Source: an optimization exercise on an open RTL-to-GDS flow (aim: a short achievable clock period and few clock cycles). Production flows keep margins and buffers that such runs may drop.
Only simulation tests tie the RTL to the original design; equivalence was not proved.
Power and IR drop assume default switching activity.

==> branch garnet: inputs <==
## CPU_pipelined_module
module CPU_pipelined_module (
    input clk,
    input rst,
    output [31:0] pc,
    input [31:0] imem_data,
    output [31:0] data_pc,
    output data_wr_en,
    output [31:0] data_addr,
    output [3:0] data_wr_mask,
    output [31:0] data_wr_data,
    input [31:0] data_rd_data
);
    wire stall;          
    wire redirect;       
    wire [31:0] redirect_pc;
    wire d_redirect;     
    wire [31:0] d_tgt;
    wire learn;
    wire pred_taken;
    wire [31:0] pred_tgt;
    reg [31:0] e_pc;
    wire [31:0] f1_pc;   
    if_module ifetch (
        .clk(clk),
        .rst(rst),
        .hold(stall),
        .redirect(redirect),
        .redirect_pc(redirect_pc),
        .d_redirect(d_redirect),
        .d_redirect_pc(d_tgt),
        .btb_we(learn),
        .btb_wpc(e_pc),
        .btb_wtgt(redirect_pc),
        .pc(pc),
        .pc_int(f1_pc),
        .pred_taken(pred_taken),
        .pred_tgt(pred_tgt)
    );
    reg        f2_valid;
    reg [31:0] f2_pc;
    reg        f2_pred;
    reg [31:0] f2_ptgt;
    reg        stall_q;
    reg        s_valid;
    reg [31:0] s_ir, s_pc, s_ptgt;
    reg        s_pred;
    reg        d_valid;
    reg [31:0] d_ir, d_pc, d_ptgt;
    reg        d_pred;
    wire [4:0] rs1, rs2, rd;
    wire uses_rs1, uses_rs2, reg_write, is_load, is_store, is_branch, is_jal, is_jalr;
    wire a_pc, a_zero, b_imm, alu_alt;
    wire [2:0] alu_f3, f3;
    wire [31:0] alu_imm, tgt_imm;
    instruction_decoder dec (
        .inst(d_ir),
        .rs1(rs1), .rs2(rs2), .rd(rd),
        .uses_rs1(uses_rs1), .uses_rs2(uses_rs2),
        .reg_write(reg_write),
        .is_load(is_load), .is_store(is_store), .is_branch(is_branch),
        .is_jal(is_jal), .is_jalr(is_jalr),
        .a_pc(a_pc), .a_zero(a_zero), .b_imm(b_imm),
        .alu_f3(alu_f3), .alu_alt(alu_alt), .f3(f3),
        .alu_imm(alu_imm), .tgt_imm(tgt_imm)
    );
    reg        m2_we, m2_ld;
    reg [4:0]  m2_rd;
    reg [31:0] m2_res;
    reg [2:0]  m2_f3;
    reg [1:0]  m2_off;
    wire [31:0] ld_data;
    wire [31:0] wb_val = m2_ld ? ld_data : m2_res;
    reg        w_we;
    reg [4:0]  w_rd;
    reg [31:0] w_val;
    wire [31:0] rf_rs1, rf_rs2;
    reg_file rf (
        .clk(clk),
  ...
export LEC_CHECK = 0
export ABC_CLOCK_PERIOD_IN_PS = 3500
export CAP_MARGIN = 20
export CORE_MARGIN = 2
export CORE_UTILIZATION = 40
export CTS_CLUSTER_DIAMETER = 100
export CTS_CLUSTER_SIZE = 20
export SETUP_SLACK_MARGIN = 5
export SLEW_MARGIN = 20
create_clock -name core_clock -period 13.5 [get_ports {clk}]
standard.sh (not shown) runs the stock make flow with config.mk's settings and CLKGATE_MAP_FILE= SYNTH_SCRIPT=/design/flow/synth_recipe.tcl, a recipe that flattens the netlist after the stock synthesis.
==> flow/flow/run.sh <==
#!/bin/bash
set -euo pipefail
bash standard.sh SETUP_SLACK_MARGIN=9.8 finish > flow_make.log 2>&1
==> branch delta (differences from branch garnet) <==
--- a/flow/design.v
+++ b/flow/design.v
@@ -1,28 +1,24 @@
 module alu_module (
     input [31:0] in_A, in_B,
-    input [2:0] alu_sel,
+    input [7:0] alu_sel,
     input variant_sel,
-    output reg [31:0] alu_out
+    output [31:0] alu_out
 );
     wire [31:0] sum = variant_sel ? in_A - in_B : in_A + in_B;
     wire lt  = $signed(in_A) < $signed(in_B);
     wire ltu = in_A < in_B;
     wire [31:0] shl = in_A << in_B[4:0];
     wire [31:0] shr = $signed({variant_sel & in_A[31], in_A}) >>> in_B[4:0];
-    always @(*) begin
-        case (alu_sel)
-        3'b000: alu_out = sum;
-        3'b001:     alu_out = shl;
-        3'b010:     alu_out = {31'd0, lt};
-        3'b011:    alu_out = {31'd0, ltu};
-        3'b100:     alu_out = in_A ^ in_B;
-        3'b110:      alu_out = in_A | in_B;
-        3'b111:     alu_out = in_A & in_B;
-        default:      alu_out = shr;
-        endcase
-    end
+    assign alu_out = ({32{alu_sel[3'b000]}} & sum) |
+                     ({32{alu_sel[3'b001]}}     & shl) |
+                     {31'd0, alu_sel[3'b010]  & lt} |
+                     {31'd0, alu_sel[3'b011] & ltu} |
+                     ({32{alu_sel[3'b100]}}     & (in_A ^ in_B)) |
+                     ({32{alu_sel[3'b110]}}      & (in_A | in_B)) |
+                     ({32{alu_sel[3'b111]}}     & (in_A & in_B)) |
+                     ({32{alu_sel[3'b101]}} & shr);
 endmodule
 module branch_comp(
     input [31:0] rs1,
     input [31:0] rs2,
     input [2:0] branch_sel,
@@ -267,12 +263,14 @@
     always @(posedge clk) begin
         if (rst)
             w_en <= 1'b0;
         else
             w_en <= btb_we;
-        w_tag <= btb_wpc[31:2];
-        w_tgt <= btb_wtgt[31:2];
+        if (btb_we) begin
+            w_tag <= btb_wpc[31:2];
+            w_tgt <= btb_wtgt[31:2];
+        end
     end
     always @(posedge clk) begin
         if (rst) begin
             valid <= 0;
             victim <= 0;
@@ -295,11 +293,11 @@
     input [31:0] rs2_val,
     input [31:0] alu_imm,
     input [31:0] tgt_imm,
     input [31:0] tgt,           
     input [31:0] alu_a, alu_b,   
-    input [2:0] alu_f3,
+    input [7:0] alu_sel,        
     input alu_alt,
     input [2:0] f3,
     input is_branch, is_jal, is_jalr,
     input btb_hit,              
     input [31:0] btb_tgt,
@@ -312,11 +310,11 @@
 );
     wire [31:0] alu_out;
     alu_module alu (
         .in_A(alu_a),
         .in_B(alu_b),
-        .alu_sel(alu_f3),
+        .alu_sel(alu_sel),
         .variant_sel(alu_alt),
         .alu_out(alu_out)
     );
     assign result = alu_out;    
     assign addr = rs1_val + alu_imm;
@@ -470,11 +468,12 @@
     reg [31:0] e_pc4, e_rs1v, e_rs2v, e_aimm, e_timm, e_tgt, e_ptgt;
     reg [4:0]  e_rd;
     reg        e_we, e_ld, e_st, e_br, e_jal, e_jalr, e_alt;
     reg [31:0] e_a, e_b;
     reg        e_btbhit, e_djump;
-    reg [2:0]  e_aluf3, e_f3;
+    reg [2:0]  e_f3;
+    reg [7:0]  e_alusel;     
     wire [31:0] ex_result;
     reg        m1_we, m1_ld;
     reg [4:0]  m1_rd;
     reg [31:0] m1_res;
     reg [2:0]  m1_f3;
@@ -569,22 +568,22 @@
         e_tgt <= d_tgt;
         e_ptgt <= d_ptgt;
         e_rd <= rd;
         e_a <= a_val;
         e_b <= b_val;
-        e_aluf3 <= alu_f3;
+        e_alusel <= 8'd1 << alu_f3;
         e_alt <= alu_alt;
         e_f3 <= f3;
     end
     wire [31:0] ex_addr;
     wire mispredict;
     dex_module dex (
         .pc(e_pc), .pc4(e_pc4),
         .rs1_val(e_rs1v), .rs2_val(e_rs2v),
         .alu_imm(e_aimm), .tgt_imm(e_timm), .tgt(e_tgt),
         .alu_a(e_a), .alu_b(e_b),
-        .alu_f3(e_aluf3), .alu_alt(e_alt), .f3(e_f3),
+        .alu_sel(e_alusel), .alu_alt(e_alt), .f3(e_f3),
         .is_branch(e_br), .is_jal(e_jal), .is_jalr(e_jalr),
         .btb_hit(e_btbhit), .btb_tgt(e_ptgt), .d_jump(e_djump),
         .result(ex_result),
         .addr(ex_addr),
         .mispredict(mispredict),
==> run summary <==
- Register-to-register slack: branch delta is better than branch garnet (0.17 ns).
- In branch delta the total power is smaller than in branch garnet, by 1.1%.
- In branch delta the core utilization is lower than in branch garnet, by 0.71 points.
- In branch delta the global-route usage is lower than in branch garnet, by 2.5 points.
- In branch garnet the wire length is larger than in branch delta, by 7.8%.
- Worst hold slack: branch delta is higher than branch garnet (0.00085 ns).
Testbench counts of branch garnet, summed over its fixed seeds: cycles 127,278.
Testbench counts of branch delta, summed over its fixed seeds: cycles 127,278.

-- re-timing with driven ports --
Ports are ideal in the flow. The routed layouts listed here were re-timed in OpenROAD.
Step 1, drivers: a clkbuf_16 drives clk and a buf_2 each remaining input, both assumed.
Step 2 times the ports against the registers' clock, not the clock port: input delays grow and output delays shrink by t, the midpoint of the rising clock arrivals with the driver on.
Three values: ideal ports, drivers, drivers and shift; two values: the first two.
| run | shift t [ns] | setup slack, ns | worst setup path after step 2 | latest minus earliest clock arrival (ns) | cell pins on the clock port's net |
|---|---|---|---|---|---|
| branch garnet | 0.920 | 9.352 / 9.285 / 8.786 | input to register | 0.042 / 0.042 | 1 |
| branch delta | 0.919 | 9.507 / 9.416 / 8.870 | input to register | 0.054 / 0.054 | 1 |
After both steps setup and hold are still met in every run listed. The setup slack of branch delta, which loses most, moves by -0.091 ns with the drivers and by -0.637 ns with both steps.
